This design comes from an exercise in tuning for small area and a short achievable clock period on the open sky130 flow, not from production work. The RTL was checked by simulation tests, not by an equivalence proof against the original design. Power and IR drop assume default switching activity.

--- flow/run.sh ---
#!/bin/bash
# Standard ORFS layout, with plain buf_1 cells as the port buffers instead of
# the default delay-buffer cells, and timing repair aiming at 5.0 ns of setup
# slack.  Each tool's log is under orfs/logs/; make's output is in flow_make.log.
set -euo pipefail
bash standard.sh "BUFFER_PORTS_ARGS=-buffer_cell sky130_fd_sc_hd__buf_1" SETUP_SLACK_MARGIN=5.0 finish > flow_make.log 2>&1
--- standard.sh ---
#!/bin/bash
# synth_recipe.tcl (not shown) runs the flow's synth.tcl, then flattens the netlist and writes it again
# the make line also repeats each setting of config.mk as NAME=value (left out here)
make -C /OpenROAD-flow-scripts/flow DESIGN_CONFIG=/design/flow/config.mk WORK_HOME=/design/flow/orfs CLKGATE_MAP_FILE= SYNTH_SCRIPT=/design/flow/synth_recipe.tcl "${@:-finish}"
--- config.mk ---
export PLATFORM = sky130hd
export DESIGN_NAME = output_timing
export DESIGN_NICKNAME = output_timing
export VERILOG_FILES = /design/flow/design.v
export SDC_FILE = /design/flow/constraint.sdc
export NUM_CORES = 4
export LEC_CHECK = 0
export CAP_MARGIN = 20
export CORE_MARGIN = 2
export CORE_UTILIZATION = 65
export SLEW_MARGIN = 20
--- constraint.sdc ---
create_clock -name core_clock -period 8.0 [get_ports {clk}]
set_input_delay 1.6000 -clock core_clock [delete_from_list [all_inputs] [get_ports {clk}]]
set_output_delay 1.6000 -clock core_clock [all_outputs]
set_load 0.01 [all_outputs]
--- design.v ---
module output_timing#(
  parameter HFP_WIDTH=8,
  parameter HSW_WIDTH=4,
  parameter HBP_WIDTH=8,
  parameter HACTIVE_WIDTH=16,
  parameter DATA_WIDTH=8,
  parameter VFP_WIDTH=8,
  parameter VSW_WIDTH=4,
  parameter VBP_WIDTH=8,
  parameter VACTIVE_WIDTH=16
)(
  input                       clk,
  input                       rst_n,
  input                       sync_en,
  input                       hpol_i,
  input [HFP_WIDTH-1:0]       hfp_i,
  input [HSW_WIDTH-1:0]       hsw_i,
  input [HBP_WIDTH-1:0]       hbp_i,
  input [HACTIVE_WIDTH-1:0]   hactive_i,
  input [VFP_WIDTH-1:0]       vfp_i,
  input [VSW_WIDTH-1:0]       vsw_i,
  input [VBP_WIDTH-1:0]       vbp_i,
  input [VACTIVE_WIDTH-1:0]   vactive_i,
  input [DATA_WIDTH-1:0]      datar_i,
  input [DATA_WIDTH-1:0]      datag_i,
  input [DATA_WIDTH-1:0]      datab_i,
  output [DATA_WIDTH-1:0]     datar_o,
  output [DATA_WIDTH-1:0]     datag_o,
  output [DATA_WIDTH-1:0]     datab_o,
  output                      hsync_o,
  output                      vsync_o,
  output                      de_o
);
localparam [1:0] FP = 2'd0, SW = 2'd1, BP = 2'd2, POST = 2'd3;
localparam [1:0] PRE = 2'd0, ACT = 2'd1, END = 2'd2, UNR = 2'd3;
function [7:0] csa;
  input [7:0] fp;
  input [3:0] sw;
  input [7:0] bp;
  begin
    csa = {fp[3:0] ^ bp[3:0] ^ sw,
           (fp[3:0] & bp[3:0]) | (fp[3:0] & sw) | (bp[3:0] & sw)};
  end
endfunction
function eqk;
  input [7:0] sk;
  input [5:0] c;
  reg   [5:0] x, y, g;
  begin
    x   = {2'b00, sk[7:4]};
    y   = {1'b0, sk[3:0], 1'b0};
    g   = (x & y) | ((x | y) & ~c);
    eqk = ((x ^ y ^ c) == {g[4:0], 1'b0});
  end
endfunction
function [4:0] wrapinfo;
  input [7:0] fp;
  input [3:0] sw;
  input [7:0] bp;
  reg   [7:0] sk;
  reg   [3:0] s, k;
  reg         g1, g2, g3, t2, t3, c3;
  begin
    sk = csa(fp, sw, bp);
    s  = sk[7:4];
    k  = sk[3:0];
    g1 = s[1] & k[0];
    g2 = s[2] & k[1];
    g3 = s[3] & k[2];
    t2 = s[2] | k[1];
    t3 = s[3] | k[2];
    c3 = g2 | (t2 & g1);
    wrapinfo = {(&fp[7:4]) & (&bp[7:4]) & k[3] & (g3 | (t3 & c3)),
                s[3] ^ k[2] ^ c3, s[2] ^ k[1] ^ g1, s[1] ^ k[0], s[0]};
  end
endfunction
wire hfp_z = ~|hfp_i;
wire hsw_z = ~|hsw_i;
wire hbp_z = ~|hbp_i;
wire hfp_1 = (hfp_i == 8'd1);
wire hsw_1 = (hsw_i == 4'd1);
wire hbp_1 = (hbp_i == 8'd1);
wire hfp_2 = (hfp_i == 8'd2);
wire hsw_2 = (hsw_i == 4'd2);
wire hbp_2 = (hbp_i == 8'd2);
wire ha_z  = ~|hactive_i;
wire ha_1  = (hactive_i == 16'd1);
wire ha_2  = (hactive_i == 16'd2);
wire [4:0] hwi = wrapinfo(hfp_i, hsw_i, hbp_i);
wire [7:0] hcs = csa(hfp_i, hsw_i, hbp_i);
wire       hff = (&hfp_i[7:4]) & (&hbp_i[7:4]);
reg       hw_r, hc0_r, hc1_r, ha_zr, ha_1r, ha_2r, hpfp_r, hpsw_r;
reg [3:0] hcw_r;
always @(posedge clk) begin
  hw_r   <= hwi[4];
  hcw_r  <= hwi[3:0];
  hc0_r  <= (hff & eqk(hcs, 6'd32)) | (hfp_z & hsw_z & hbp_z);
  hc1_r  <= (hff & eqk(hcs, 6'd33)) | (hfp_1 & hsw_z & hbp_z) | (hfp_z & hsw_1 & hbp_z)
          | (hfp_z & hsw_z & hbp_1);
  ha_zr  <= ha_z;
  ha_1r  <= ha_1;
  ha_2r  <= ha_2;
  hpfp_r <= hsw_z & hbp_z;
  hpsw_r <= hbp_z;
end
wire [1:0] he0_p = hc0_r ? (ha_zr ? END : ACT) : PRE;
wire       he0_l = hc0_r ? ha_1r : (hcw_r == 4'd1);
wire [1:0] he1_p = hc0_r ? ((ha_zr | ha_1r) ? END : ACT)
                 : hc1_r ? (ha_zr ? END : ACT) : PRE;
wire       he1_l = hc0_r ? ha_2r : hc1_r ? ha_1r : (hcw_r == 4'd2);
wire       he1_3 = !hc1_r;      
reg [1:0] hsp_r;
reg [7:0] hsk_r;     
reg       hsl_r;     
wire [1:0] hp0   = !hfp_z ? FP : !hsw_z ? SW : !hbp_z ? BP : POST;
wire [1:0] hp0n  = !hfp_z ? (!hsw_z ? SW : !hbp_z ? BP : POST)
                 : !hsw_z ? (!hbp_z ? BP : POST) : POST;
wire       hl0_1 = !hfp_z ? hfp_1 : !hsw_z ? hsw_1 : hbp_1;
wire       hl0_2 = !hfp_z ? hfp_2 : !hsw_z ? hsw_2 : hbp_2;
wire       hl0n1 = !hfp_z ? (!hsw_z ? hsw_1 : hbp_1) : hbp_1;
wire [1:0] hp1   = hl0_1 ? hp0n : hp0;
wire       hs1_3 = !hl0_1;
wire       hs1_l = hl0_1 ? hl0n1 : hl0_2;
wire [1:0] hsn = (hsp_r == FP) ? (!hsw_z ? SW : !hbp_z ? BP : POST)
               : (hsp_r == SW) ? (!hbp_z ? BP : POST) : POST;
wire       hsn_1 = (hsp_r == FP) ? (!hsw_z ? hsw_1 : hbp_1) : hbp_1;
wire       hsa_post = (hsp_r == POST)
                    | (hsl_r & ((hsp_r == BP) | ((hsp_r == FP) & hpfp_r) | ((hsp_r == SW) & hpsw_r)));
wire [7:0] hs_len = (hsp_r == FP) ? hfp_i : (hsp_r == SW) ? {4'd0, hsw_i} : hbp_i;
reg [1:0]  hep_r;
reg [15:0] hke_r;    
reg        hel_r;
wire        hunr  = (hep_r == UNR);
wire [1:0]  he_p  = hunr ? he1_p : hep_r;
wire        he_l  = hunr ? he1_l : hel_r;
wire [15:0] he_k  = {hke_r[15:2], hke_r[1] | hunr, hke_r[0] | (hunr & he1_3)};
wire h_reach_c = hw_r ? he_l : hsa_post;
wire h_at_end  = (he_p == END);
wire h_end     = ((he_p == ACT) & he_l) | ((he_p == PRE) & h_reach_c & ha_zr);
always @(posedge clk) begin
  if (!rst_n | h_at_end) begin
    hsp_r <= hp1;
    hsk_r <= {6'd1, hs1_3};
    hsl_r <= hs1_l;
  end else if (!sync_en) begin
    hsp_r <= hp0;
    hsk_r <= 8'd2;
    hsl_r <= hl0_1;
  end else if (hsl_r) begin
    hsp_r <= hsn;
    hsk_r <= 8'd2;
    hsl_r <= hsn_1;
  end else begin
    hsk_r <= hsk_r + 8'd1;
    hsl_r <= (hsk_r == hs_len);
  end
end
always @(posedge clk) begin
  if (!rst_n) begin
    hep_r <= UNR;
    hke_r <= 16'd0;
  end else if (h_at_end) begin
    hep_r <= he1_p;
    hke_r <= {15'd1, he1_3};
    hel_r <= he1_l;
  end else if (!sync_en) begin
    hep_r <= he0_p;
    hke_r <= 16'd2;
    hel_r <= he0_l;
  end else if ((he_p == PRE) & h_reach_c) begin
    hep_r <= ha_zr ? END : ACT;
    hke_r <= 16'd2;
    hel_r <= ha_1r;
  end else if ((he_p == ACT) & he_l) begin
    hep_r <= END;
  end else begin
    hep_r <= he_p;
    hke_r <= he_k + 16'd1;
    hel_r <= (he_p == PRE) ? (he_k[3:0] == hcw_r) : (he_k == hactive_i);
  end
end
reg hsync_r, de_r;
always @(posedge clk) begin
  hsync_r <= rst_n & sync_en & (hsp_r == SW);
  de_r    <= rst_n & sync_en & (he_p == ACT);
end
assign hsync_o = hsync_r;
assign de_o    = de_r;
wire vfp_z = ~|vfp_i;
wire vsw_z = ~|vsw_i;
wire vbp_z = ~|vbp_i;
wire vfp_1 = (vfp_i == 8'd1);
wire vsw_1 = (vsw_i == 4'd1);
wire vbp_1 = (vbp_i == 8'd1);
wire va_z  = ~|vactive_i;
wire va_1  = (vactive_i == 16'd1);
wire [1:0] vp0   = !vfp_z ? FP : !vsw_z ? SW : !vbp_z ? BP : POST;
wire       vl0_1 = !vfp_z ? vfp_1 : !vsw_z ? vsw_1 : vbp_1;
wire [4:0] vwi = wrapinfo(vfp_i, vsw_i, vbp_i);
wire [7:0] vcs = csa(vfp_i, vsw_i, vbp_i);
wire       vff = (&vfp_i[7:4]) & (&vbp_i[7:4]);
reg       vw_r, vc0_r, va_zr, va_1r, vpfp_r, vpsw_r, vl0_1r;
reg [1:0] vp0_r;
reg [3:0] vcw_r;
always @(posedge clk) begin
  vw_r   <= vwi[4];
  vcw_r  <= vwi[3:0];
  vc0_r  <= (vff & eqk(vcs, 6'd32)) | (vfp_z & vsw_z & vbp_z);
  va_zr  <= va_z;
  va_1r  <= va_1;
  vpfp_r <= vsw_z & vbp_z;
  vpsw_r <= vbp_z;
  vp0_r  <= vp0;
  vl0_1r <= vl0_1;
end
wire [1:0] ve0_p = vc0_r ? (va_zr ? END : ACT) : PRE;
wire       ve0_l = vc0_r ? va_1r : (vcw_r == 4'd1);
reg [1:0] vsp_r;
reg [7:0] vsk_r;
reg       vsl_r;
wire       vunr  = (vep_r == UNR);
wire [1:0] vsp_e = vunr ? vp0_r : vsp_r;
wire       vsl_e = vunr ? vl0_1r : vsl_r;
wire [7:0] vsk_e = {vsk_r[7:2], vsk_r[1] | vunr, vsk_r[0]};
wire [1:0] vsn = (vsp_e == FP) ? (!vsw_z ? SW : !vbp_z ? BP : POST)
               : (vsp_e == SW) ? (!vbp_z ? BP : POST) : POST;
wire       vsn_1 = (vsp_e == FP) ? (!vsw_z ? vsw_1 : vbp_1) : vbp_1;
wire       vsa_post = (vsp_e == POST)
                    | (vsl_e & ((vsp_e == BP) | ((vsp_e == FP) & vpfp_r) | ((vsp_e == SW) & vpsw_r)));
wire [7:0] vs_len = (vsp_e == FP) ? vfp_i : (vsp_e == SW) ? {4'd0, vsw_i} : vbp_i;
reg [1:0]  vep_r;
reg [15:0] vke_r;
reg        vel_r;
wire [1:0]  ve_p  = vunr ? ve0_p : vep_r;
wire        ve_l  = vunr ? ve0_l : vel_r;
wire [15:0] ve_k  = {vke_r[15:2], vke_r[1] | vunr, vke_r[0]};
wire v_reach_c = vw_r ? ve_l : vsa_post;
wire v_last    = (ve_p == END) | ((ve_p == ACT) & ve_l)
               | ((ve_p == PRE) & v_reach_c & va_zr);
always @(posedge clk) begin
  if (!rst_n | v_last) begin
    vsk_r <= 8'd0;
  end else if (h_end) begin
    if (vsl_e) begin
      vsp_r <= vsn;
      vsk_r <= 8'd2;
      vsl_r <= vsn_1;
    end else begin
      vsp_r <= vsp_e;
      vsk_r <= vsk_e + 8'd1;
      vsl_r <= (vsk_e == vs_len);
    end
  end
end
always @(posedge clk) begin
  if (!rst_n) begin
    vep_r <= UNR;
    vke_r <= 16'd0;
  end else if (v_last) begin
    vep_r <= UNR;
    vke_r <= 16'd0;
  end else if (h_end) begin
    if ((ve_p == PRE) & v_reach_c) begin
      vep_r <= ACT;
      vke_r <= 16'd2;
      vel_r <= va_1r;
    end else begin
      vep_r <= ve_p;
      vke_r <= ve_k + 16'd1;
      vel_r <= (ve_p == PRE) ? (ve_k[3:0] == vcw_r) : (ve_k == vactive_i);
    end
  end
end
reg vsync_r;
always @(posedge clk) begin
  vsync_r <= rst_n & (vw_r ? (vsp_e != FP) : ((vsp_e == SW) | (ve_p == ACT)));
end
assign vsync_o = vsync_r;
reg [DATA_WIDTH-1:0] datar_r;
reg [DATA_WIDTH-1:0] datag_r;
reg [DATA_WIDTH-1:0] datab_r;
always @(posedge clk) begin
  if (!rst_n) begin
    datar_r <= {DATA_WIDTH{1'b0}};
    datag_r <= {DATA_WIDTH{1'b0}};
    datab_r <= {DATA_WIDTH{1'b0}};
  end else begin
    datar_r <= datar_i;
    datag_r <= datag_i;
    datab_r <= datab_i;
  end
end
assign datar_o = datar_r;
assign datag_o = datag_r;
assign datab_o = datab_r;
endmodule
==> out/qor.yml, run 1 <==
floorplanning:
  std_cell_rows: 35
  die_x_um: 102
  ios: 127
  initial_core_util: 0.675
  dieHeight_um: 102
  die-area_um2: 10400
  coreArea_um2: 9280
route:
  num_vias: 5364
  drcViolationCount: 0
  dr.pass1.iters: 5
  ant_nets: 0
  drt-vias-per-instance: 5.65
  detail_route.wl_per_cell_um: 14.6
  routed_wl_um: 13900
  first_iter_violations: 212
run:
  cap_violations: 0
yosys:
  async_flop_share: 0
  synth_edf_count: 7
  yosys_warnings: 1
  synth_seq_cells: 112
  synthFlopType: "dfxtp_1"
  ys_seq_area_frac: 0.369
  synth_nets: 835
  syn_inst: 707
  syn_area_um2: 6270
  synth.distinct_cells: 72
  synth_area_per_cell_um2: 8.86
grt:
  overflow: 0
  first_global_vias: 5078
  grt_util_all_layers: 0.266
  grt_antenna_before_repair: 0
  grt_max_degree: 34
  grt_pass1_wl_um: 22500
status:
  status: "complete, no violations"
placed_design:
  portBuffers: 125
  hpwl_um: 10600
  dp.cells: 933
  finalWeightedCongestion: 0.904
  pre_cts_ws_ns: 4.18
sta:
  fin_ws_ns: 5.02
  max_freq_mhz: 335
  rsz0062_at_grt: "yes"
  finClkSkew_ns: 0.0190
  fin_setup_tns_ns: 0
  setup_violations: 0
  hold_violations: 0
  period_share: 0.373
  period_needed_ns: 2.98
  drv_slew: 0
  slew_headroom: 0.487
  tightest_slew_ns: 0.770
clock_tree:
  cts_tree: "yes"
  clkLatencyLatePin_ns: 0.38
  cts_hold_buf: 0
  cts_max_path_buffers: 2
  cts_sinks: 112
  cts_root_buf: "clkbuf_8"
  h-tree-depth: 3
  path_clk_slew_ns: 0.11
  cts_buffers: 9
final_layout:
  nets: 944
  layoutNonFillerInstCount: 950
  layout-drive-gt1-share: 0.0828
  filler_cell_count: 723
  num_antenna_cells: 0
  syn_to_final_growth_pct: 13.4
  final_cell_mix: "buf_1, dfxtp_1, nor2_1"
  layout_commonest_cell: "buf_1"
  finish.utilization: 0.765
critical_path:
  max_stage_delay_ns: 0.54
  worst_setup_path_start_kind: "primary input"
  path_delay_family: "adder cells"
  path_cells: "clkbuf_2 > fa_1 > ha_2 > fa_2 > fa_2"
  path_buf_inv: 1
  crit_path_frequent_cell: "fa_2"
  worstPathMaxFanout: 3
  crit_arrival_ns: 3.29
  path_class: "in2reg"
  worstPathRequired_ns: 8.31
  end_kind: "register"
  cp_slowest_cell: "fa_2"
power_and_ir_drop:
  p_per_area_nw_per_um2: 172
  power_uw: 1220
  ir_worst_vdd_mv: 0.0899
  p_leak_uw: 0.00267
min_path:
  worstHoldPathType: "reg2reg"
[stage by stage]
stage          instance area, µm²  hold WS (ns)
2_1_floorplan                6340         0.469
3_3_place_gp                 6820         0.483
3_5_place_dp                 6820         0.488
4_1_cts                      7030         0.504
5_1_grt                      7110         0.519
6_report                     7110         0.505
[layout make-up]
cell class                      instances  area [µm²]  share of cell area
Tap cell                              129         161              0.0227
Timing Repair Buffer                  126         497              0.0699
Clock buffer                            9         124              0.0174
Sequential cell                       112        2310               0.325
Inverter                               35         139              0.0195
Clock inverter                          7        61.3             0.00863
Multi-Input combinational cell        532        3810               0.536
[worst paths after layout]
path	startpoint	end	slack [ns]	cells past startpoint
worst min register to register	vsk_r[1]$_SDFFE_PP0P_	vsk_r[1]$_SDFFE_PP0P_	0.50	2
worst max register to register	hc0_r$_DFF_P_	vsp_r[0]$_DFFE_PP_	5.21	6
worst min-delay path	vsk_r[1]$_SDFFE_PP0P_	vsk_r[1]$_SDFFE_PP0P_	0.50	2
worst max-delay path	vbp_i[1]	vcw_r[3]$_DFF_P_	5.02	5
[Yosys cell counts, types with 6 or more instances]
cell type,number,share of area
o21ai_0,28,0.022
nor2b_1,6,0.0060
xnor2_1,38,0.053
dfxtp_1,105,0.34
nand2_1,35,0.021
and3_1,7,0.0070
ha_1,16,0.032
clkbuf_1,16,0.0096
nor3_1,17,0.014
mux2i_1,13,0.021
a22oi_1,7,0.0084
nand3_1,21,0.017
buf_2,11,0.0088
xor2_1,58,0.081
inv_1,35,0.021
and2_1,32,0.032
nand4_1,23,0.023
edfxtp_1,7,0.034
a21oi_1,27,0.022
fa_1,12,0.038
nor4_1,25,0.025
nor2_1,73,0.044
[worst register-to-register path, cell delays in order, from the launching register on]
cell     delay (ns)
dfxtp_1        0.40
and2_4         0.21
o31ai_4        0.24
nand2_1        0.23
a21oi_2        0.66
or2_1          0.54
nor2_1         0.21
[report_power, final]
group	internal, µW	switching, µW
Sequential	595	28.5
Clock	120	203
Combinational	116	161
Total	832	393
[repair_timing]
item | 4_1_cts | 5_1_grt
pin swaps | 3 | 8
setup buffers | 0 | 1
endpoints found under the setup margin | 54 | 12
resized for setup | 10 | 22
cloned | 0 | 0
[layer usage]
layer  part of all wire  routed length, µm  global-route usage  up-vias
li1                   -                  -                   -     2695
met1               0.44               6100               0.338     2501
met2               0.50               6910               0.465      153
met3              0.051                701              0.0342       15
met4              0.012                168              0.0974        0
met5                  0                  0                   0        -
[logic make-up (layout without fill, tap and decap cells)]
family	Yosys count	in the layout	share of synthesized area
AOI/OAI and AO/OA	112	112	0.120
xor gates and xnor gates	96	96	0.134
adders and majority gates	28	28	0.0703
buffers and inverters	63	177	0.0399
DFF	112	112	0.369
muxes	17	17	0.0298
and+or+nand+nor	279	279	0.236
[registers in the layout, summed over array words and instances, names as in the netlist, 4 cells and up]
| register | flops |
|---|---|
| vsk_r | 8 |
| datag_r | 8 |
| datar_r | 8 |
| hke_r | 16 |
| hsk_r | 8 |
| vke_r | 16 |
| datab_r | 8 |
| hcw_r | 4 |
| vcw_r | 4 |
==> inputs of run 2 (changes only) <==
--- a/config.mk
+++ b/config.mk
@@ -8,4 +8,5 @@
 export CAP_MARGIN = 20
 export CORE_MARGIN = 2
 export CORE_UTILIZATION = 65
+export PLACE_DENSITY = 0.7
 export SLEW_MARGIN = 20
==> out/qor.yml, run 2 <==
clock_tree:
  cts_root_buf: "clkbuf_8"  # unchanged
  cts_hold_buf: 0  # unchanged
  cts_sinks: 112  # unchanged
  cts_buffers: 9  # unchanged
  h-tree-depth: 3  # unchanged
  cts_max_path_buffers: 2  # unchanged
  clkLatencyLatePin_ns: 0.38  # about the same
  path_clk_slew_ns: 0.11  # about the same
  cts_tree: "yes"  # unchanged
grt:
  grt_pass1_wl_um: 22500  # unchanged
  overflow: 0  # unchanged
  grt_util_all_layers: 0.266  # unchanged
  grt_antenna_before_repair: 0  # unchanged
  first_global_vias: 5078  # unchanged
  grt_max_degree: 34  # unchanged
yosys:
  syn_inst: 707  # unchanged
  syn_area_um2: 6270  # unchanged
  netlist_top_cells_count: "dfxtp_1, nor2_1, xor2_1"  # unchanged
  synth_seq_cells: 112  # unchanged
  synth_area_leaders: "dfxtp_1, xor2_1, xnor2_1, nor2_1, fa_1"  # unchanged
  synth_area_leader_cell: "dfxtp_1"  # unchanged
  async_flop_share: 0  # unchanged
  yosys.cell_count.top_type: "dfxtp_1"  # unchanged
  yosys_warnings: 1  # unchanged
  synth_nets: 835  # unchanged
  synth_top_area_frac: 0.335  # unchanged
  ys_seq_area_frac: 0.369  # unchanged
  synthFlopType: "dfxtp_1"  # unchanged
  synth_edf_count: 7  # unchanged
  synth_area_per_cell_um2: 8.86  # unchanged
  synth.distinct_cells: 72  # unchanged
placed_design:
  hpwl_um: 10600  # unchanged
  portBuffers: 125  # unchanged
  finalWeightedCongestion: 0.904  # unchanged
  place_area_um2: 6820  # unchanged
power_and_ir_drop:
  p_per_area_nw_per_um2: 172  # unchanged
  ir_worst_vdd_mv: 0.0899  # unchanged
  p_comb_frac: 0.227  # about the same
  clkPwrFrac: 0.264  # about the same
  p_leak_uw: 0.00267  # unchanged
  intPower_uw: 832  # unchanged
  swShare: 0.321  # unchanged
  p_seq_frac: 0.509  # about the same
  power_uw: 1220  # unchanged
  switchingPower_uw: 393  # unchanged
route:
  first_iter_violations: 212  # unchanged
  ant_nets: 0  # unchanged
  drt-vias-per-instance: 5.65  # unchanged
  num_vias: 5364  # unchanged
  dr.pass1.iters: 5  # unchanged
  detail_route.wl_per_cell_um: 14.6  # unchanged
  drcViolationCount: 0  # unchanged
  routed_wl_um: 13900  # unchanged
sta:
  hold_violations: 0  # unchanged
  period_share: 0.373  # unchanged
  tightest_slew_ns: 0.770  # unchanged
  max_freq_mhz: 335  # unchanged
  fin_setup_tns_ns: 0  # unchanged
  rsz0062_at_grt: "yes"  # unchanged
  slew_headroom: 0.487  # unchanged
  drv_slew: 0  # unchanged
  finClkSkew_ns: 0.0190  # unchanged
  setup_violations: 0  # unchanged
  period_needed_ns: 2.98  # unchanged
critical_path:
  path_buf_inv: 1  # unchanged
  rr_worst_depth: 6  # unchanged
  worstPathMaxFanout: 3  # unchanged
  rr_startpoint: "hc0_r$_DFF_P_"  # unchanged
  max_stage_delay_ns: 0.54  # about the same
  path_class: "in2reg"  # unchanged
  worst_setup_path_start_kind: "primary input"  # unchanged
  crit_path_frequent_cell: "fa_2"  # unchanged
  path_delay_family: "adder cells"  # unchanged
  reg2reg_slack_ns: 5.21  # about the same
  path_cells: "clkbuf_2 > fa_1 > ha_2 > fa_2 > fa_2"  # unchanged
  crit_arrival_ns: 3.29  # about the same
  worstPathRequired_ns: 8.31  # about the same
  end_kind: "register"  # unchanged
  cp_slowest_cell: "fa_2"  # unchanged
  r2r-end: "vsp_r[0]$_DFFE_PP_"  # unchanged
status:
  status: "complete, no violations"  # unchanged
run:
  cap_violations: 0  # unchanged
final_layout:
  syn_to_final_growth_pct: 13.4  # unchanged
  layout-drive-gt1-share: 0.0828  # unchanged
  filler_cell_count: 723  # unchanged
  nets: 944  # unchanged
  num_antenna_cells: 0  # unchanged
  layout_commonest_cell: "buf_1"  # unchanged
  largestRegisters: "hke_r (16), vke_r (16)"  # unchanged
  fin_area_um2: 7110  # unchanged
  final_cell_mix: "buf_1, dfxtp_1, nor2_1"  # unchanged
min_path:
  worstHoldPathType: "reg2reg"  # unchanged
  min_path_cells: 2  # unchanged
  worstHoldStart: "vsk_r[1]$_SDFFE_PP0P_"  # unchanged
  whs_endpoint: "vsk_r[1]$_SDFFE_PP0P_"  # unchanged
floorplanning:
  std_cell_rows: 35  # unchanged
  die_x_um: 102  # unchanged
  die-area_um2: 10400  # unchanged
  dieHeight_um: 102  # unchanged
  initial_core_util: 0.675  # unchanged
  coreArea_um2: 9280  # unchanged
  ios: 127  # unchanged
## run 2: cell counts in the layout (fill, tap and decap cells not counted)
No cell type changed its count.
## run 2: worst max path at each step
stage / endpoint / slack [ns] / cells after the start / from
after global placement: vsp_r[0]$_DFFE_PP_ / 4.30 / 4 / rst_n
after global routing: hc1_r$_DFF_P_ / 4.94 / 7 / hbp_i[2]
after floorplan: hcw_r[3]$_DFF_P_ / 4.83 / 6 / hfp_i[1]
after CTS: hc1_r$_DFF_P_ / 4.95 / 8 / hsw_i[3]
after detailed placement: vsp_r[0]$_DFFE_PP_ / 4.18 / 4 / rst_n
final: vcw_r[3]$_DFF_P_ / 5.02 / 5 / vbp_i[1]
## run 2: kinds of logic after synthesis
family / count (synthesis) / share of synthesized area
flops: 112 / 0.369
simple gates: 279 / 0.236
fa+ha+maj: 28 / 0.0703
xor+xnor: 96 / 0.134
mux: 17 / 0.0298
compound gates: 112 / 0.120
buf+inv: 63 / 0.0399
## run 2: routing by layer
metal / up-vias / track usage / wire length [µm]
li1: 2695 / - / -
met1: 2501 / 0.338 / 6100
met2: 153 / 0.465 / 6910
met3: 15 / 0.0342 / 701
met4: 0 / 0.0974 / 168
met5: - / 0 / 0
## run 2: worst min-delay path, stage by stage, from the launching register on
cell and delay (ns):
dfxtp_1 0.33, nor2_1 0.09, nor3_1 0.05
## run 2: per-stage QoR
| step | worst slack (ns) | util | hold WS, ns | std cells |
|---|---|---|---|---|
| 2_1_floorplan | 4.83 | - | 0.469 | 707 |
| 3_3_place_gp | 4.30 | 0.735 | 0.483 | 933 |
| 3_5_place_dp | 4.18 | 0.735 | 0.488 | 933 |
| 4_1_cts | 4.95 | 0.757 | 0.504 | 949 |
| 5_1_grt | 4.94 | 0.765 | 0.519 | 950 |
| 6_report | 5.02 | 0.765 | 0.505 | 950 |
## run 2: area by class of cell
type                            instances  area (µm²)  share of cell area
Inverter                               35         139              0.0195
Sequential cell                       112        2310               0.325
Multi-Input combinational cell        532        3810               0.536
Tap cell                              129         161              0.0227
Timing Repair Buffer                  126         497              0.0699
Clock buffer                            9         124              0.0174
Clock inverter                          7        61.3             0.00863
## run 2: timing repair
action                                  4_1_cts  5_1_grt
gates resized for setup                      10       22
setup buffers                                 0        1
pin swaps                                     3        8
endpoints found under the setup margin       54       12
## run 2: power groups by stage
stage / combinational, µW / clock (µW) / sequential, µW
finish: 278 / 323 / 624
global route: 312 / 350 / 628
CTS: 269 / 328 / 623
detailed placement: 266 / 0 / 636
global placement: 256 / 0 / 635
floorplan: 196 / 0 / 627
==> inputs of run 3 (changes only) <==
--- a/config.mk
+++ b/config.mk
@@ -8,5 +8,5 @@
 export CAP_MARGIN = 20
 export CORE_MARGIN = 2
 export CORE_UTILIZATION = 65
-export PLACE_DENSITY = 0.7
 export SLEW_MARGIN = 20
+export TNS_END_PERCENT = 50
==> out/qor.yml, run 3 <==
floorplanning:
  coreArea_um2: 9280  # unchanged
  die_x_um: 102  # unchanged
  die-area_um2: 10400  # unchanged
  dieHeight_um: 102  # unchanged
  ios: 127  # unchanged
  std_cell_rows: 35  # unchanged
  initial_core_util: 0.675  # unchanged
yosys:
  synth_seq_cells: 112  # unchanged
  synth.distinct_cells: 72  # unchanged
  ys_seq_area_frac: 0.369  # unchanged
  synth_area_leaders: "dfxtp_1, xor2_1, xnor2_1, nor2_1, fa_1"  # unchanged
  synth_edf_count: 7  # unchanged
  synth_top_area_frac: 0.335  # unchanged
  yosys.cell_count.top_type: "dfxtp_1"  # unchanged
  synth_nets: 835  # unchanged
  synthFlopType: "dfxtp_1"  # unchanged
  syn_inst: 707  # unchanged
  yosys_warnings: 1  # unchanged
  netlist_top_cells_count: "dfxtp_1, nor2_1, xor2_1"  # unchanged
  synth_area_leader_cell: "dfxtp_1"  # unchanged
  async_flop_share: 0  # unchanged
  synth_area_per_cell_um2: 8.86  # unchanged
  syn_area_um2: 6270  # unchanged
placed_design:
  finalWeightedCongestion: 0.911  # was 0.904
  pre_cts_ws_ns: 4.21  # was 4.18 ns
  portBuffers: 125  # unchanged
  hpwl_um: 10700  # was 10,600 µm
final_layout:
  final_cell_mix: "buf_1, dfxtp_1, nor2_1"  # unchanged
  num_antenna_cells: 0  # unchanged
  layout_commonest_cell: "buf_1"  # unchanged
  layout-drive-gt1-share: 0.0669  # was 0.0828
  syn_to_final_growth_pct: 13.0  # was 13.4%
  nets: 945  # was 944
  largestRegisters: "hke_r (16), vke_r (16)"  # unchanged
route:
  detail_route.wl_per_cell_um: 14.8  # was 14.6 µm
  dr.pass1.iters: 4  # was 5
  first_iter_violations: 208  # was 212
  routed_wl_um: 14100  # was 13,900 µm
  num_vias: 5486  # was 5,364
  ant_nets: 0  # unchanged
  drcViolationCount: 0  # unchanged
  drt-vias-per-instance: 5.77  # was 5.65
sta:
  slew_headroom: 0.557  # was 0.487
  period_needed_ns: 3.03  # was 2.98 ns
  setup_violations: 0  # unchanged
  hold_violations: 0  # unchanged
  finClkSkew_ns: 0.0137  # was 0.0190 ns
  rsz0062_at_grt: "yes"  # unchanged
  tightest_slew_ns: 0.656  # was 0.770 ns
  fin_setup_tns_ns: 0  # unchanged
  max_freq_mhz: 330  # was 335 MHz
  period_share: 0.379  # was 0.373
  drv_slew: 0  # unchanged
  fin_ws_ns: 4.97  # was 5.02 ns
critical_path:
  max_stage_delay_ns: 0.51  # was 0.54 ns
  worstPathRequired_ns: 8.33  # was 8.31 ns
  end_kind: "register"  # unchanged
  rr_worst_depth: 7  # was 6
  cp_slowest_cell: "fa_2"  # unchanged
  path_delay_family: "adder cells"  # unchanged
  rr_startpoint: "vep_r[1]$_SDFFE_PP1P_"  # was hc0_r$_DFF_P_
  critical_path.startpoint: "hsw_i[2]"  # was vbp_i[1]
  path_cells: "buf_1 > fa_2 > buf_4 > fa_2 > inv_1 > fa_1 > inv_1"  # was clkbuf_2 > fa_1 > ha_2 > fa_2 > fa_2
  reg2reg_slack_ns: 5.22  # was 5.21 ns
  r2r-end: "vsp_r[1]$_DFFE_PP_"  # was vsp_r[0]$_DFFE_PP_
  worst_setup_path_start_kind: "primary input"  # unchanged
  crit_arrival_ns: 3.36  # was 3.29 ns
  path_class: "in2reg"  # unchanged
  path_buf_inv: 4  # was 1
  crit_end: "hcw_r[3]$_DFF_P_"  # was vcw_r[3]$_DFF_P_
  cp.depth: 7  # was 5
  worstPathMaxFanout: 4  # was 3
clock_tree:
  cts_buffers: 9  # unchanged
  h-tree-depth: 3  # unchanged
  cts_max_path_buffers: 2  # unchanged
  clkLatencyLatePin_ns: 0.37  # was 0.38 ns
  cts_tree: "yes"  # unchanged
  cts_root_buf: "clkbuf_8"  # unchanged
  path_clk_slew_ns: 0.11  # about the same
  cts_sinks: 112  # unchanged
  cts_hold_buf: 0  # unchanged
grt:
  grt_max_degree: 34  # unchanged
  grt_pass1_wl_um: 23200  # was 22,500 µm
  grt_util_all_layers: 0.276  # was 0.266
  overflow: 0  # unchanged
  grt_antenna_before_repair: 0  # unchanged
  first_global_vias: 5154  # was 5,078
power_and_ir_drop:
  p_leak_uw: 0.00266  # was 0.00267 µW
  p_per_area_nw_per_um2: 172  # about the same
  ir_worst_vdd_mv: 0.103  # was 0.0899 mV
min_path:
  worstHoldStart: "vsk_r[1]$_SDFFE_PP0P_"  # unchanged
  worstHoldPathType: "reg2reg"  # unchanged
run:
  cap_violations: 0  # unchanged
status:
  status: "complete, no violations"  # unchanged
[run 3: cell counts after synthesis]
Identical to the previous run, type by type.
[run 3: power by group]
group | internal, µW | switching [µW]
Sequential | 595 | 29.3
Clock | 119 | 198
Combinational | 115 | 159
[run 3: timing repair]
item / 4_1_cts / 5_1_grt
setup buffers: 2 / 0
pin swaps: 5 / 0
endpoints found under the setup margin: 44 / 15
resized for setup: 14 / 11
[run 3: worst min path at each step]
stage | endpoint | cells past startpoint
after floorplan | vsk_r[7]$_SDFFE_PP0P_ | 2
after global placement | vsk_r[7]$_SDFFE_PP0P_ | 2
after detailed placement | vsk_r[7]$_SDFFE_PP0P_ | 2
after CTS | vsk_r[7]$_SDFFE_PP0P_ | 2
after global routing | vsk_r[1]$_SDFFE_PP0P_ | 2
final | vsk_r[1]$_SDFFE_PP0P_ | 2
[run 3: cell type report]
class	count	area [µm²]
Multi-Input combinational cell	532	3800
Timing Repair Buffer	127	497
Clock inverter	6	50.0
Inverter	35	131
Sequential cell	112	2310
Tap cell	129	161
Clock buffer	10	128
Fill cell	712	2200
[run 3: cells by family after synthesis]
family,after synthesis,share of synthesized area
multiplexers,17,0.0298
buffers and inverters,63,0.0399
flip-flops,112,0.369
adder cells (fa/ha/maj),28,0.0703
AO/OA/AOI/OAI,112,0.120
XOR/XNOR,96,0.134
AND/OR/NAND/NOR,279,0.236
[run 3: worst register-to-register path, delay by kind of cell (launching register included)]
family	cells	cell delay, ns
compound gates	3	0.69
simple gates	2	0.52
mux	2	0.67
flops	1	0.57
[run 3: per-layer routing]
layer / wire, µm / global-route usage / vias to the layer above / share of wire
li1: - / - / 2702 / -
met1: 6180 / 0.355 / 2574 / 0.44
met2: 6850 / 0.478 / 181 / 0.49
met3: 765 / 0.0369 / 29 / 0.054
met4: 261 / 0.101 / 0 / 0.019
met5: 0 / 0 / - / 0
[run 3: per-stage QoR]
stage,cell area [µm²],util,hold WS [ns],total power [µW],std cells
6_report,7080,0.763,0.504,1210,951
5_1_grt,7080,0.763,0.539,1280,951
4_1_cts,7050,0.759,0.505,1210,951
3_5_place_dp,6800,0.733,0.488,898,933
3_3_place_gp,6800,0.733,0.484,888,933
2_1_floorplan,6320,-,0.469,823,707
==> inputs of run 4 (changes only) <==
--- a/config.mk
+++ b/config.mk
@@ -8,5 +8,5 @@
 export CAP_MARGIN = 20
 export CORE_MARGIN = 2
 export CORE_UTILIZATION = 65
+export CTS_CLUSTER_SIZE = 30
 export SLEW_MARGIN = 20
-export TNS_END_PERCENT = 50
==> out/qor.yml, run 4 <==
route:
  drcViolationCount: 0  # unchanged
  routed_wl_um: 13900  # was 14,100 µm
  first_iter_violations: 212  # was 208
  met3_length_um: 701  # was 765 µm
  drt-vias-per-instance: 5.65  # was 5.77
  ant_nets: 0  # unchanged
  detail_route.wl_per_cell_um: 14.6  # was 14.8 µm
  num_vias: 5364  # was 5,486
  dr.pass1.iters: 5  # was 4
  top_signal_layer_used: "met4"  # unchanged
  wl_met2_um: 6910  # was 6850 µm
  wl_met1_um: 6100  # was 6180 µm
critical_path:
  r2r-end: "vsp_r[0]$_DFFE_PP_"  # was vsp_r[1]$_DFFE_PP_
  worstPathMaxFanout: 3  # was 4
  crit_arrival_ns: 3.29  # was 3.36 ns
  end_kind: "register"  # unchanged
  rr_startpoint: "hc0_r$_DFF_P_"  # was vep_r[1]$_SDFFE_PP1P_
  path_class: "in2reg"  # unchanged
  worst_setup_path_start_kind: "primary input"  # unchanged
  reg2reg_slack_ns: 5.21  # was 5.22 ns
  rr_worst_depth: 6  # was 7
  worstPathRequired_ns: 8.31  # was 8.33 ns
final_layout:
  syn_to_final_growth_pct: 13.4  # was 13.0%
  layout-drive-gt1-share: 0.0828  # was 0.0669
  num_antenna_cells: 0  # unchanged
  filler_cell_count: 723  # was 712
  nets: 944  # was 945
  register_area_um2: 2310  # unchanged
  largestRegisters: "hke_r (16), vke_r (16)"  # unchanged
  multiInputGateArea_um2: 3810  # was 3800 µm²
  layout_commonest_cell: "buf_1"  # unchanged
  final_cell_mix: "buf_1, dfxtp_1, nor2_1"  # unchanged
clock_tree:
  path_clk_slew_ns: 0.11  # about the same
  cts_buffers: 9  # unchanged
  cts_max_path_buffers: 2  # unchanged
  cts_sinks: 112  # unchanged
  clkLatencyLatePin_ns: 0.38  # was 0.37 ns
  cts_hold_buf: 0  # unchanged
  h-tree-depth: 3  # unchanged
  cts_root_buf: "clkbuf_8"  # unchanged
  cts_tree: "yes"  # unchanged
sta:
  finClkSkew_ns: 0.0190  # was 0.0137 ns
  hold_violations: 0  # unchanged
  fin_setup_tns_ns: 0  # unchanged
  setup_violations: 0  # unchanged
  period_needed_ns: 2.98  # was 3.03 ns
  max_freq_mhz: 335  # was 330 MHz
  period_share: 0.373  # was 0.379
  fin_ws_ns: 5.02  # was 4.97 ns
  drv_slew: 0  # unchanged
  slew_headroom: 0.487  # was 0.557
  tightest_slew_ns: 0.770  # was 0.656 ns
  rsz0062_at_grt: "yes"  # unchanged
yosys:
  synth_area_leader_cell: "dfxtp_1"  # unchanged
  synth_area_leaders: "dfxtp_1, xor2_1, xnor2_1, nor2_1, fa_1"  # unchanged
  ys_seq_area_frac: 0.369  # unchanged
  synth-xor-area-share: 0.134  # unchanged
  synth_seq_cells: 112  # unchanged
  synth_nets: 835  # unchanged
  yosys.area_share.simple: 0.236  # unchanged
  yosys.cell_count.top_type: "dfxtp_1"  # unchanged
  synth_area_per_cell_um2: 8.86  # unchanged
  synth_top_area_frac: 0.335  # unchanged
  yosys_warnings: 1  # unchanged
  synth_fa_ha_area_frac: 0.0703  # unchanged
  syn_inst: 707  # unchanged
  muxShareOfSynthArea: 0.0298  # unchanged
  async_flop_share: 0  # unchanged
  synth_top_family_by_area: "simple AND/OR/NAND/NOR gates"  # unchanged
  synth.distinct_cells: 72  # unchanged
  netlist_top_cells_count: "dfxtp_1, nor2_1, xor2_1"  # unchanged
  synth_edf_count: 7  # unchanged
  synthFlopType: "dfxtp_1"  # unchanged
  synth_compound_area_frac: 0.120  # unchanged
  syn_area_um2: 6270  # unchanged
floorplanning:
  coreArea_um2: 9280  # unchanged
  ios: 127  # unchanged
  initial_core_util: 0.675  # unchanged
  dieHeight_um: 102  # unchanged
  die_x_um: 102  # unchanged
  die-area_um2: 10400  # unchanged
  std_cell_rows: 35  # unchanged
power_and_ir_drop:
  clkPwrFrac: 0.264  # was 0.261
  ir_worst_vdd_mv: 0.0899  # was 0.103 mV
  swShare: 0.321  # was 0.318
  p_seq_frac: 0.509  # was 0.514
  intPower_uw: 832  # was 829 µW
  p_leak_uw: 0.00267  # was 0.00266 µW
  p_per_area_nw_per_um2: 172  # about the same
  p_comb_frac: 0.227  # was 0.225
  switchingPower_uw: 393  # was 386 µW
status:
  status: "complete, no violations"  # unchanged
min_path:
  worstHoldStart: "vsk_r[1]$_SDFFE_PP0P_"  # unchanged
  min_path_cells: 2  # unchanged
  whs_endpoint: "vsk_r[1]$_SDFFE_PP0P_"  # unchanged
  worstHoldPathType: "reg2reg"  # unchanged
run:
  cap_violations: 0  # unchanged
placed_design:
  portBuffers: 125  # unchanged
  pre_cts_ws_ns: 4.18  # was 4.21 ns
  finalWeightedCongestion: 0.904  # was 0.911
  hpwl_um: 10600  # was 10,700 µm
grt:
  overflow: 0  # unchanged
  first_global_vias: 5078  # was 5,154
  grt_max_degree: 34  # unchanged
  grt_antenna_before_repair: 0  # unchanged
  grt_util_all_layers: 0.266  # was 0.276
  grt_pass1_wl_um: 22500  # was 23,200 µm
run 4: repair_timing:
item	in CTS	in global routing
setup buffers	0	1
pin swaps	3	8
resized for setup	10	22
gates cloned	0	0
setup endpoints to repair	54	12
endpoints found under the hold margin	0	0
run 4: cell families after synthesis:
group                      count (synthesis)
and+or+nand+nor                          279
AOI/OAI and AO/OA                        112
DFF                                      112
xor gates and xnor gates                  96
buffers and inverters                     63
adders and majority gates                 28
muxes                                     17
run 4: final cells by class:
cell class,count,share of cell area
clock inverter,7,0.00863
timing repair buffer,126,0.0699
tap,129,0.0227
sequential,112,0.325
inverter,35,0.0195
clock buffer,9,0.0174
multi-input combinational,532,0.536
run 4: per-stage QoR:
stage,power (µW),instances,utilization,hold WS [ns],instance area [µm²]
after detailed placement,902,933,0.735,0.488,6820
after CTS,1220,949,0.757,0.504,7030
after global routing,1290,950,0.765,0.519,7110
after global placement,891,933,0.735,0.483,6820
after floorplan,823,707,-,0.469,6340
final,1220,950,0.765,0.505,7110
run 4: power by group through the flow:
stage	sequential, µW	combinational [µW]	clock, µW
4_1_cts	623	269	328
3_3_place_gp	635	256	0
3_5_place_dp	636	266	0
5_1_grt	628	312	350
6_report	624	278	323
2_1_floorplan	627	196	0
run 4: worst max-delay path by stage:
stage                        start                 end  slack (ns)  depth (start not counted)
after floorplan           hfp_i[1]    hcw_r[3]$_DFF_P_        4.83                          6
after global placement       rst_n  vsp_r[0]$_DFFE_PP_        4.30                          4
after detailed placement     rst_n  vsp_r[0]$_DFFE_PP_        4.18                          4
after CTS                 hsw_i[3]       hc1_r$_DFF_P_        4.95                          8
after global routing      hbp_i[2]       hc1_r$_DFF_P_        4.94                          7
final                     vbp_i[1]    vcw_r[3]$_DFF_P_        5.02                          5
run 4: layer usage:
layer | vias up | GRT usage
li1 | 2695 | -
met1 | 2501 | 0.338
met2 | 153 | 0.465
met3 | 15 | 0.0342
met4 | 0 | 0.0974
met5 | - | 0
run 4: worst max-delay path, stage by stage:
cell and delay (ns):
clkbuf_2 0.12, fa_1 0.51, ha_2 0.19, fa_2 0.33, fa_2 0.54
==> inputs of run 5 (changes only) <==
--- a/config.mk
+++ b/config.mk
@@ -8,5 +8,5 @@
 export CAP_MARGIN = 20
 export CORE_MARGIN = 2
 export CORE_UTILIZATION = 65
-export CTS_CLUSTER_SIZE = 30
+export GPL_ROUTABILITY_DRIVEN = 0
 export SLEW_MARGIN = 20
==> out/qor.yml, run 5 <==
placed_design:
  hpwl_um: 10700  # was 10,600 µm
  place_area_um2: 6820  # unchanged
  pre_cts_ws_ns: 4.12  # was 4.18 ns
  portBuffers: 125  # unchanged
run:
  cap_violations: 0  # unchanged
grt:
  grt_util_all_layers: 0.280  # was 0.266
  first_global_vias: 5229  # was 5,078
  overflow: 0  # unchanged
  grt_max_degree: 34  # unchanged
  grt_antenna_before_repair: 0  # unchanged
  grt_pass1_wl_um: 23400  # was 22,500 µm
yosys:
  yosys.cell_count.top_type: "dfxtp_1"  # unchanged
  syn_inst: 707  # unchanged
  yosys_warnings: 1  # unchanged
  synth_area_leader_cell: "dfxtp_1"  # unchanged
  async_flop_share: 0  # unchanged
  synth_nets: 835  # unchanged
  synth_area_per_cell_um2: 8.86  # unchanged
  netlist_top_cells_count: "dfxtp_1, nor2_1, xor2_1"  # unchanged
  synth_edf_count: 7  # unchanged
  synth_top_area_frac: 0.335  # unchanged
  synth_area_leaders: "dfxtp_1, xor2_1, xnor2_1, nor2_1, fa_1"  # unchanged
  ys_seq_area_frac: 0.369  # unchanged
  synth.distinct_cells: 72  # unchanged
  synthFlopType: "dfxtp_1"  # unchanged
  synth_seq_cells: 112  # unchanged
  syn_area_um2: 6270  # unchanged
power_and_ir_drop:
  p_seq_frac: 0.503  # was 0.509
  ir_worst_vdd_mv: 0.122  # was 0.0899 mV
  switchingPower_uw: 395  # was 393 µW
  swShare: 0.318  # was 0.321
  p_per_area_nw_per_um2: 173  # was 172 nW/µm²
  p_comb_frac: 0.233  # was 0.227
  p_leak_uw: 0.00270  # was 0.00267 µW
  clkPwrFrac: 0.264  # about the same
  intPower_uw: 846  # was 832 µW
  power_uw: 1240  # was 1220 µW
floorplanning:
  initial_core_util: 0.675  # unchanged
  std_cell_rows: 35  # unchanged
  coreArea_um2: 9280  # unchanged
  die-area_um2: 10400  # unchanged
  ios: 127  # unchanged
  die_x_um: 102  # unchanged
  dieHeight_um: 102  # unchanged
sta:
  slew_headroom: 0.544  # was 0.487
  finClkSkew_ns: 0.0160  # was 0.0190 ns
  setup_violations: 0  # unchanged
  fin_ws_ns: 5.03  # was 5.02 ns
  rsz0062_at_grt: "yes"  # unchanged
  period_needed_ns: 2.97  # was 2.98 ns
  hold_violations: 0  # unchanged
  drv_slew: 0  # unchanged
  tightest_slew_ns: 0.677  # was 0.770 ns
  max_freq_mhz: 336  # was 335 MHz
  period_share: 0.372  # was 0.373
  fin_setup_tns_ns: 0  # unchanged
clock_tree:
  cts_hold_buf: 0  # unchanged
  cts_buffers: 9  # unchanged
  cts_sinks: 112  # unchanged
  path_clk_slew_ns: 0.11  # about the same
  clkLatencyLatePin_ns: 0.38  # about the same
  cts_root_buf: "clkbuf_8"  # unchanged
  h-tree-depth: 3  # unchanged
  cts_tree: "yes"  # unchanged
  cts_max_path_buffers: 2  # unchanged
final_layout:
  layout-drive-gt1-share: 0.0912  # was 0.0828
  fin_area_um2: 7170  # was 7110 µm²
  num_antenna_cells: 0  # unchanged
  largestRegisters: "hke_r (16), vke_r (16)"  # unchanged
  filler_cell_count: 665  # was 723
  final_cell_mix: "buf_1, dfxtp_1, nor2_1"  # unchanged
  nets: 945  # was 944
  syn_to_final_growth_pct: 14.4  # was 13.4%
  layout_commonest_cell: "buf_1"  # unchanged
  multiInputGateArea_um2: 3840  # was 3810 µm²
  register_area_um2: 2310  # unchanged
  finish.utilization: 0.772  # was 0.765
critical_path:
  worst_setup_path_start_kind: "primary input"  # unchanged
  critical_path.startpoint: "hsw_i[1]"  # was vbp_i[1]
  path_class: "in2reg"  # unchanged
  rr_startpoint: "vep_r[1]$_SDFFE_PP1P_"  # was hc0_r$_DFF_P_
  end_kind: "register"  # unchanged
  crit_arrival_ns: 3.27  # was 3.29 ns
  worstPathMaxFanout: 4  # was 3
  worstPathRequired_ns: 8.30  # was 8.31 ns
route:
  drcViolationCount: 0  # unchanged
  num_vias: 5558  # was 5,364
  detail_route.wl_per_cell_um: 15.1  # was 14.6 µm
  drt-vias-per-instance: 5.84  # was 5.65
  ant_nets: 0  # unchanged
  first_iter_violations: 198  # was 212
  routed_wl_um: 14400  # was 13,900 µm
  dr.pass1.iters: 5  # unchanged
status:
  status: "complete, no violations"  # unchanged
min_path:
  worstHoldPathType: "reg2reg"  # unchanged
  worstHoldStart: "vsk_r[1]$_SDFFE_PP0P_"  # unchanged
run 5: cell counts after synthesis:
Identical to the previous run, type by type.
run 5: worst max-delay path: stages:
cell,delay (ns)
buf_4,0.14
fa_2,0.58
ha_4,0.15
fa_2,0.20
inv_2,0.04
fa_1,0.53
inv_1,0.04
run 5: area by class of cell:
class | count | area share
sequential | 112 | 0.322
timing repair buffer | 127 | 0.0731
multi-input combinational | 532 | 0.536
clock inverter | 5 | 0.00681
tap | 129 | 0.0225
clock buffer | 11 | 0.0197
inverter | 35 | 0.0194
run 5: metrics by stage:
stage | hold WS, ns | std cells
floorplan | 0.469 | 707
global placement | 0.483 | 933
detailed placement | 0.494 | 933
CTS | 0.503 | 951
global route | 0.536 | 951
finish | 0.500 | 951
run 5: final timing paths:
kind | end | slack, ns | cells past startpoint
worst max-delay path | hcw_r[3]$_DFF_P_ | 5.03 | 7
worst min-delay path | vsk_r[1]$_SDFFE_PP0P_ | 0.50 | 2
worst max register to register | vsp_r[0]$_DFFE_PP_ | 5.25 | 6
worst min register to register | vsk_r[1]$_SDFFE_PP0P_ | 0.50 | 2
run 5: power groups by stage:
stage               sequential [µW]  clock [µW]  combinational [µW]
finish                          624         328                 289
global route                    628         351                 323
CTS                             624         333                 278
detailed placement              636           0                 267
global placement                635           0                 256
floorplan                       627           0                 196
run 5: cells by family (layout without fill, tap and decap cells):
group / count (synthesis) / count (layout) / synth area share
XOR/XNOR: 96 / 96 / 0.134
adder cells (fa/ha/maj): 28 / 28 / 0.0703
buffers and inverters: 63 / 178 / 0.0399
flip-flops: 112 / 112 / 0.369
multiplexers: 17 / 17 / 0.0298
AND/OR/NAND/NOR: 279 / 279 / 0.236
AO/OA/AOI/OAI: 112 / 112 / 0.120
run 5: routing by layer:
metal	up-vias	global-route usage	part of all wire
met2	235	0.493	0.50
met5	-	0	0
li1	2700	-	-
met3	22	0.0575	0.073
met1	2601	0.342	0.41
met4	0	0.0903	0.015
run 5: repair_timing:
item / CTS / global route
buffers inserted: 2 / 0
setup endpoints to repair: 60 / 12
pin swaps: 5 / 7
resized for setup: 20 / 31
==> inputs of run 6 (changes only) <==
==> flow/run.sh (replaced) <==
#!/bin/bash
# Standard ORFS layout, with plain buf_1 cells as the port buffers instead of
# the default delay-buffer cells, and timing repair aiming at 5.1 ns of setup
# slack.  Each tool's log is under orfs/logs/; make's output is in flow_make.log.
set -euo pipefail
bash standard.sh "BUFFER_PORTS_ARGS=-buffer_cell sky130_fd_sc_hd__buf_1" SETUP_SLACK_MARGIN=5.1 finish > flow_make.log 2>&1
--- a/config.mk
+++ b/config.mk
@@ -7,6 +7,5 @@
 export LEC_CHECK = 0
 export CAP_MARGIN = 20
 export CORE_MARGIN = 2
-export CORE_UTILIZATION = 65
-export GPL_ROUTABILITY_DRIVEN = 0
+export CORE_UTILIZATION = 60
 export SLEW_MARGIN = 20
==> out/qor.yml, run 6 <==
status:
  status: "complete, no violations"  # unchanged
route:
  drcViolationCount: 0  # unchanged
  dr.pass1.iters: 5  # unchanged
  num_vias: 5550  # was 5,558
  drt-vias-per-instance: 5.73  # was 5.84
  detail_route.wl_per_cell_um: 15.2  # was 15.1 µm
  ant_nets: 0  # unchanged
  first_iter_violations: 270  # was 198
  routed_wl_um: 14700  # was 14,400 µm
critical_path:
  path_cells: "buf_8 > fa_2 > buf_6 > fa_2 > fa_2"  # was buf_4 > fa_2 > ha_4 > fa_2 > inv_2 > fa_1 > inv_1
  worstPathMaxFanout: 3  # was 4
  worstPathRequired_ns: 8.31  # was 8.30 ns
  critical_path.startpoint: "vsw_i[2]"  # was hsw_i[1]
  rr_worst_depth: 7  # was 6
  crit_path_frequent_cell: "fa_2"  # unchanged
  end_kind: "register"  # unchanged
  cp_slowest_cell: "fa_2"  # unchanged
  r2r-end: "vsl_r$_DFFE_PP_"  # was vsp_r[0]$_DFFE_PP_
  crit_arrival_ns: 3.27  # about the same
  path_class: "in2reg"  # unchanged
  max_stage_delay_ns: 0.52  # was 0.58 ns
  crit_end: "vcw_r[3]$_DFF_P_"  # was hcw_r[3]$_DFF_P_
  worst_setup_path_start_kind: "primary input"  # unchanged
  reg2reg_slack_ns: 5.27  # was 5.25 ns
  rr_startpoint: "vep_r[1]$_SDFFE_PP1P_"  # unchanged
floorplanning:
  die-area_um2: 11300  # was 10,400 µm²
  initial_core_util: 0.612  # was 0.675
  ios: 127  # unchanged
  std_cell_rows: 37  # was 35
  die_x_um: 106  # was 102 µm
  dieHeight_um: 106  # was 102 µm
  coreArea_um2: 10200  # was 9280 µm²
placed_design:
  place_area_um2: 6850  # was 6820 µm²
  pre_cts_ws_ns: 4.20  # was 4.12 ns
  finalWeightedCongestion: 0.890
  portBuffers: 125  # unchanged
  hpwl_um: 10700  # about the same
grt:
  first_global_vias: 5328  # was 5,229
  grt_util_all_layers: 0.260  # was 0.280
  grt_pass1_wl_um: 24000  # was 23,400 µm
  overflow: 0  # unchanged
  grt_max_degree: 34  # unchanged
  grt_antenna_before_repair: 0  # unchanged
power_and_ir_drop:
  p_leak_uw: 0.00282  # was 0.00270 µW
  power_uw: 1300  # was 1240 µW
  p_per_area_nw_per_um2: 174  # was 173 nW/µm²
  ir_worst_vdd_mv: 0.0895  # was 0.122 mV
yosys:
  syn_area_um2: 6270  # unchanged
  synthFlopType: "dfxtp_1"  # unchanged
  netlist_top_cells_count: "dfxtp_1, nor2_1, xor2_1"  # unchanged
  synth_edf_count: 7  # unchanged
  async_flop_share: 0  # unchanged
  synth_top_area_frac: 0.335  # unchanged
  ys_seq_area_frac: 0.369  # unchanged
  syn_inst: 707  # unchanged
  synth_area_leader_cell: "dfxtp_1"  # unchanged
  synth_area_per_cell_um2: 8.86  # unchanged
  yosys_warnings: 1  # unchanged
  yosys.cell_count.top_type: "dfxtp_1"  # unchanged
  synth_nets: 835  # unchanged
  synth.distinct_cells: 72  # unchanged
  synth_area_leaders: "dfxtp_1, xor2_1, xnor2_1, nor2_1, fa_1"  # unchanged
  synth_seq_cells: 112  # unchanged
sta:
  tightest_slew_ns: 0.742  # was 0.677 ns
  hold_violations: 0  # unchanged
  slew_headroom: 0.500  # was 0.544
  finClkSkew_ns: 0.0167  # was 0.0160 ns
  fin_setup_tns_ns: 0  # unchanged
  whs_ns: 0.503  # was 0.500 ns
  period_needed_ns: 2.96  # was 2.97 ns
  drv_slew: 0  # unchanged
  period_share: 0.369  # was 0.372
  rsz0062_at_grt: "yes"  # unchanged
  max_freq_mhz: 338  # was 336 MHz
  setup_violations: 0  # unchanged
  fin_ws_ns: 5.04  # was 5.03 ns
clock_tree:
  h-tree-depth: 3  # unchanged
  cts_root_buf: "clkbuf_8"  # unchanged
  clkLatencyLatePin_ns: 0.38  # about the same
  cts_tree: "yes"  # unchanged
  cts_hold_buf: 0  # unchanged
  cts_buffers: 9  # unchanged
  cts_sinks: 112  # unchanged
  cts_max_path_buffers: 2  # unchanged
  path_clk_slew_ns: 0.11  # about the same
final_layout:
  nets: 955  # was 945
  final_cell_mix: "dfxtp_1, buf_1, nor2_1"  # was buf_1, dfxtp_1, nor2_1
  fin_area_um2: 7470  # was 7170 µm²
  largestRegisters: "hke_r (16), vke_r (16)"  # unchanged
  num_antenna_cells: 0  # unchanged
  layout-drive-gt1-share: 0.124  # was 0.0912
  syn_to_final_growth_pct: 19.3  # was 14.4%
min_path:
  worstHoldPathType: "reg2reg"  # unchanged
run:
  cap_violations: 0  # unchanged
## run 6: through the flow
stage,std cells,util
after floorplan,707,-
after global placement,941,0.669
after detailed placement,941,0.669
after CTS,962,0.710
after global routing,968,0.731
final,968,0.731
## run 6: metal layers
metal  vias to the layer above  wire (µm)  GRT usage
li1                       2713          -          -
met1                      2601       6340      0.324
met2                       210       7280      0.458
met3                        26        831     0.0343
met4                         0        286     0.0977
met5                         -          0          0
## run 6: worst min-delay path by stage
stage | start | end | cells past startpoint
after floorplan | vsk_r[7]$_SDFFE_PP0P_ | vsk_r[7]$_SDFFE_PP0P_ | 2
after global placement | vsk_r[1]$_SDFFE_PP0P_ | vsk_r[1]$_SDFFE_PP0P_ | 2
after detailed placement | vsk_r[1]$_SDFFE_PP0P_ | vsk_r[1]$_SDFFE_PP0P_ | 2
after CTS | vsk_r[1]$_SDFFE_PP0P_ | vsk_r[1]$_SDFFE_PP0P_ | 2
after global routing | vsk_r[7]$_SDFFE_PP0P_ | vsk_r[7]$_SDFFE_PP0P_ | 2
final | vsk_r[1]$_SDFFE_PP0P_ | vsk_r[1]$_SDFFE_PP0P_ | 2
## run 6: cells by family after synthesis
family / Yosys count / share of synthesized area
and+or+nand+nor: 279 / 0.236
AOI/OAI and AO/OA: 112 / 0.120
DFF: 112 / 0.369
xor gates and xnor gates: 96 / 0.134
buffers and inverters: 63 / 0.0399
adders and majority gates: 28 / 0.0703
muxes: 17 / 0.0298
## run 6: timing repair
action	CTS	global route
pin swaps	11	25
setup endpoints to repair	61	23
cloned	0	0
setup buffers	5	6
resized for setup	53	45
## run 6: layout make-up
type	instances	area (µm²)
clock buffers	10	138
fillers	807	2760
clock inverters	6	90.1
inverters	35	141
well taps	136	170
flip-flops and latches	112	2310
repair buffers	137	702
multi-input cells	532	3920
## run 6: report_power, final
group	total [µW]	internal (µW)	switching [µW]
Clock	373	187	186
Combinational	303	132	170
Sequential	622	595	26.9
Total	1300	914	384
## run 6: worst max-delay path: cells and delay by family
family                   cells  cell delay [ns]
adder cells (fa/ha/maj)      3             1.42
buffers and inverters        2             0.24
==> inputs of run 7 (changes only) <==
==> flow/run.sh (replaced) <==
#!/bin/bash
# Standard ORFS layout, with plain buf_1 cells as the port buffers instead of
# the default delay-buffer cells, and timing repair aiming at 4.9 ns of setup
# slack.  Each tool's log is under orfs/logs/; make's output is in flow_make.log.
set -euo pipefail
bash standard.sh "BUFFER_PORTS_ARGS=-buffer_cell sky130_fd_sc_hd__buf_1" SETUP_SLACK_MARGIN=4.9 finish > flow_make.log 2>&1
==> out/qor.yml, run 7 <==
critical_path:
  rr_worst_depth: 6  # was 7
  cp_slowest_cell: "fa_2"  # unchanged
  max_stage_delay_ns: 0.62  # was 0.52 ns
  end_kind: "register"  # unchanged
  worstPathMaxFanout: 3  # unchanged
  worstPathRequired_ns: 8.28  # was 8.31 ns
  path_class: "in2reg"  # unchanged
  reg2reg_slack_ns: 5.15  # was 5.27 ns
  r2r-end: "vel_r$_DFFE_PP_"  # was vsl_r$_DFFE_PP_
  crit_arrival_ns: 3.32  # was 3.27 ns
  path_cells: "clkbuf_2 > fa_2 > inv_1 > ha_2 > xnor2_2 > nor4_4 > nand3_1 > o41ai_2"  # was buf_8 > fa_2 > buf_6 > fa_2 > fa_2
  worst_setup_path_start_kind: "primary input"  # unchanged
  rr_startpoint: "hc1_r$_DFF_P_"  # was vep_r[1]$_SDFFE_PP1P_
floorplanning:
  die_x_um: 106  # unchanged
  coreArea_um2: 10200  # unchanged
  initial_core_util: 0.612  # unchanged
  die-area_um2: 11300  # unchanged
  dieHeight_um: 106  # unchanged
  std_cell_rows: 37  # unchanged
  ios: 127  # unchanged
yosys:
  async_flop_share: 0  # unchanged
  yosys_warnings: 1  # unchanged
  synth_area_leaders: "dfxtp_1, xor2_1, xnor2_1, nor2_1, fa_1"  # unchanged
  synth_area_per_cell_um2: 8.86  # unchanged
  synth_nets: 835  # unchanged
  synth_edf_count: 7  # unchanged
  yosys.cell_count.top_type: "dfxtp_1"  # unchanged
  netlist_top_cells_count: "dfxtp_1, nor2_1, xor2_1"  # unchanged
  synth_area_leader_cell: "dfxtp_1"  # unchanged
  ys_seq_area_frac: 0.369  # unchanged
  synth_top_area_frac: 0.335  # unchanged
  syn_inst: 707  # unchanged
  synth_seq_cells: 112  # unchanged
  syn_area_um2: 6270  # unchanged
  synthFlopType: "dfxtp_1"  # unchanged
  synth.distinct_cells: 72  # unchanged
clock_tree:
  cts_sinks: 112  # unchanged
  cts_max_path_buffers: 2  # unchanged
  cts_tree: "yes"  # unchanged
  path_clk_slew_ns: 0.12  # was 0.11 ns
  cts_root_buf: "clkbuf_8"  # unchanged
  cts_hold_buf: 0  # unchanged
  cts_buffers: 9  # unchanged
  clkLatencyLatePin_ns: 0.39  # was 0.38 ns
  h-tree-depth: 3  # unchanged
route:
  ant_nets: 0  # unchanged
  first_iter_violations: 258  # was 270
  num_vias: 5428  # was 5,550
  drcViolationCount: 0  # unchanged
  drt-vias-per-instance: 5.65  # was 5.73
  detail_route.wl_per_cell_um: 14.6  # was 15.2 µm
  routed_wl_um: 14000  # was 14,700 µm
  dr.pass1.iters: 5  # unchanged
run:
  cap_violations: 0  # unchanged
final_layout:
  register_area_um2: 2310  # unchanged
  layout-drive-gt1-share: 0.0680  # was 0.124
  finish.utilization: 0.693  # was 0.731
  filler_cell_count: 873  # was 807
  largestRegisters: "hke_r (16), vke_r (16)"  # unchanged
  nets: 947  # was 955
  layout_commonest_cell: "buf_1"
  final_cell_mix: "buf_1, dfxtp_1, nor2_1"  # was dfxtp_1, buf_1, nor2_1
  num_antenna_cells: 0  # unchanged
  multiInputGateArea_um2: 3780  # was 3920 µm²
  syn_to_final_growth_pct: 13.1  # was 19.3%
grt:
  grt_antenna_before_repair: 0  # unchanged
  grt_max_degree: 34  # unchanged
  grt_util_all_layers: 0.250  # was 0.260
  overflow: 0  # unchanged
  grt_pass1_wl_um: 23100  # was 24,000 µm
  first_global_vias: 5117  # was 5,328
placed_design:
  hpwl_um: 10600  # was 10,700 µm
  portBuffers: 125  # unchanged
  pre_cts_ws_ns: 4.32  # was 4.20 ns
  finalWeightedCongestion: 0.910  # was 0.890
sta:
  rsz0062_at_grt: "yes"  # unchanged
  period_share: 0.380  # was 0.369
  tightest_slew_ns: 0.841  # was 0.742 ns
  drv_slew: 0  # unchanged
  slew_headroom: 0.440  # was 0.500
  hold_violations: 0  # unchanged
  fin_setup_tns_ns: 0  # unchanged
  fin_ws_ns: 4.96  # was 5.04 ns
  period_needed_ns: 3.04  # was 2.96 ns
  finClkSkew_ns: 0.0178  # was 0.0167 ns
  setup_violations: 0  # unchanged
  max_freq_mhz: 329  # was 338 MHz
min_path:
  worstHoldPathType: "reg2reg"  # unchanged
  min_path_cells: 2  # unchanged
  whs_endpoint: "vke_r[1]$_SDFFE_PP0P_"  # was vsk_r[1]$_SDFFE_PP0P_
  worstHoldStart: "vke_r[1]$_SDFFE_PP0P_"  # was vsk_r[1]$_SDFFE_PP0P_
power_and_ir_drop:
  p_leak_uw: 0.00267  # was 0.00282 µW
  p_per_area_nw_per_um2: 171  # was 174 nW/µm²
  ir_worst_vdd_mv: 0.113  # was 0.0895 mV
  power_uw: 1210  # was 1300 µW
status:
  status: "complete, no violations"  # unchanged
==> run 7: cell counts after synthesis <==
No cell type changed its count.
==> run 7: area by class of cell <==
cell class	instances	share of cell area
timing repair buffer	129	0.0720
clock buffer	9	0.0175
clock inverter	7	0.00724
multi-input combinational	532	0.533
inverter	35	0.0196
tap	136	0.0240
sequential	112	0.326
==> run 7: through the flow <==
step | cells | hold WS (ns) | cell area [µm²]
after floorplan | 707 | 0.469 | 6300
after global placement | 942 | 0.483 | 6820
after detailed placement | 942 | 0.488 | 6820
after CTS | 958 | 0.506 | 7010
after global routing | 960 | 0.531 | 7090
final | 960 | 0.503 | 7090
==> run 7: kinds of logic (layout without fill, tap and decap cells) <==
group | Yosys count | after routing | synth area share
AOI/OAI and AO/OA | 112 | 112 | 0.120
DFF | 112 | 112 | 0.369
adders and majority gates | 28 | 28 | 0.0703
buffers and inverters | 63 | 180 | 0.0399
muxes | 17 | 17 | 0.0298
and+or+nand+nor | 279 | 279 | 0.236
xor gates and xnor gates | 96 | 96 | 0.134
==> run 7: repair_timing <==
action / CTS / global route
endpoints found under the setup margin: 3 / 6
resized for setup: 3 / 17
gates cloned: 0 / 0
pin swaps: 0 / 6
setup buffers: 0 / 2
==> run 7: routing by layer <==
metal / up-vias / routed length, µm / track usage
met1: 2554 / 6430 / 0.327
met5: - / 0 / 0
met2: 177 / 6530 / 0.419
met4: 0 / 167 / 0.0846
li1: 2685 / - / -
met3: 12 / 860 / 0.0435
==> run 7: power breakdown <==
group / internal [µW] / switching, µW / total, µW / leakage, µW
logic: 114 / 161 / 275 / 0.00165
registers: 595 / 28.6 / 624 / 0.000928
clock network: 116 / 197 / 313 / 0.0000933
==> run 7: worst max-delay path, delay by kind of cell <==
kind | cells | cell delay, ns
AO/OA/AOI/OAI | 1 | 0.09
XOR/XNOR | 1 | 0.16
adder cells (fa/ha/maj) | 2 | 0.82
buffers and inverters | 2 | 0.19
AND/OR/NAND/NOR | 2 | 0.45
==> run 7: how the worst max path moves through the flow <==
stage | startpoint | to | depth (start not counted)
6_report | hbp_i[2] | hc1_r$_DFF_P_ | 8
5_1_grt | hbp_i[2] | hc1_r$_DFF_P_ | 8
2_1_floorplan | hfp_i[1] | hcw_r[3]$_DFF_P_ | 6
4_1_cts | hsw_i[3] | hc1_r$_DFF_P_ | 8
3_3_place_gp | hbp_i[3] | hc1_r$_DFF_P_ | 8
3_5_place_dp | hbp_i[3] | hc1_r$_DFF_P_ | 8

Setup slack of run 7, layout unchanged: 4.958 ns with ideal ports, 4.971 ns with driving cells assumed (clock clkbuf_16, inputs buf_2), 4.550 ns with port delays also shifted by the 0.421 ns mid clock arrival.
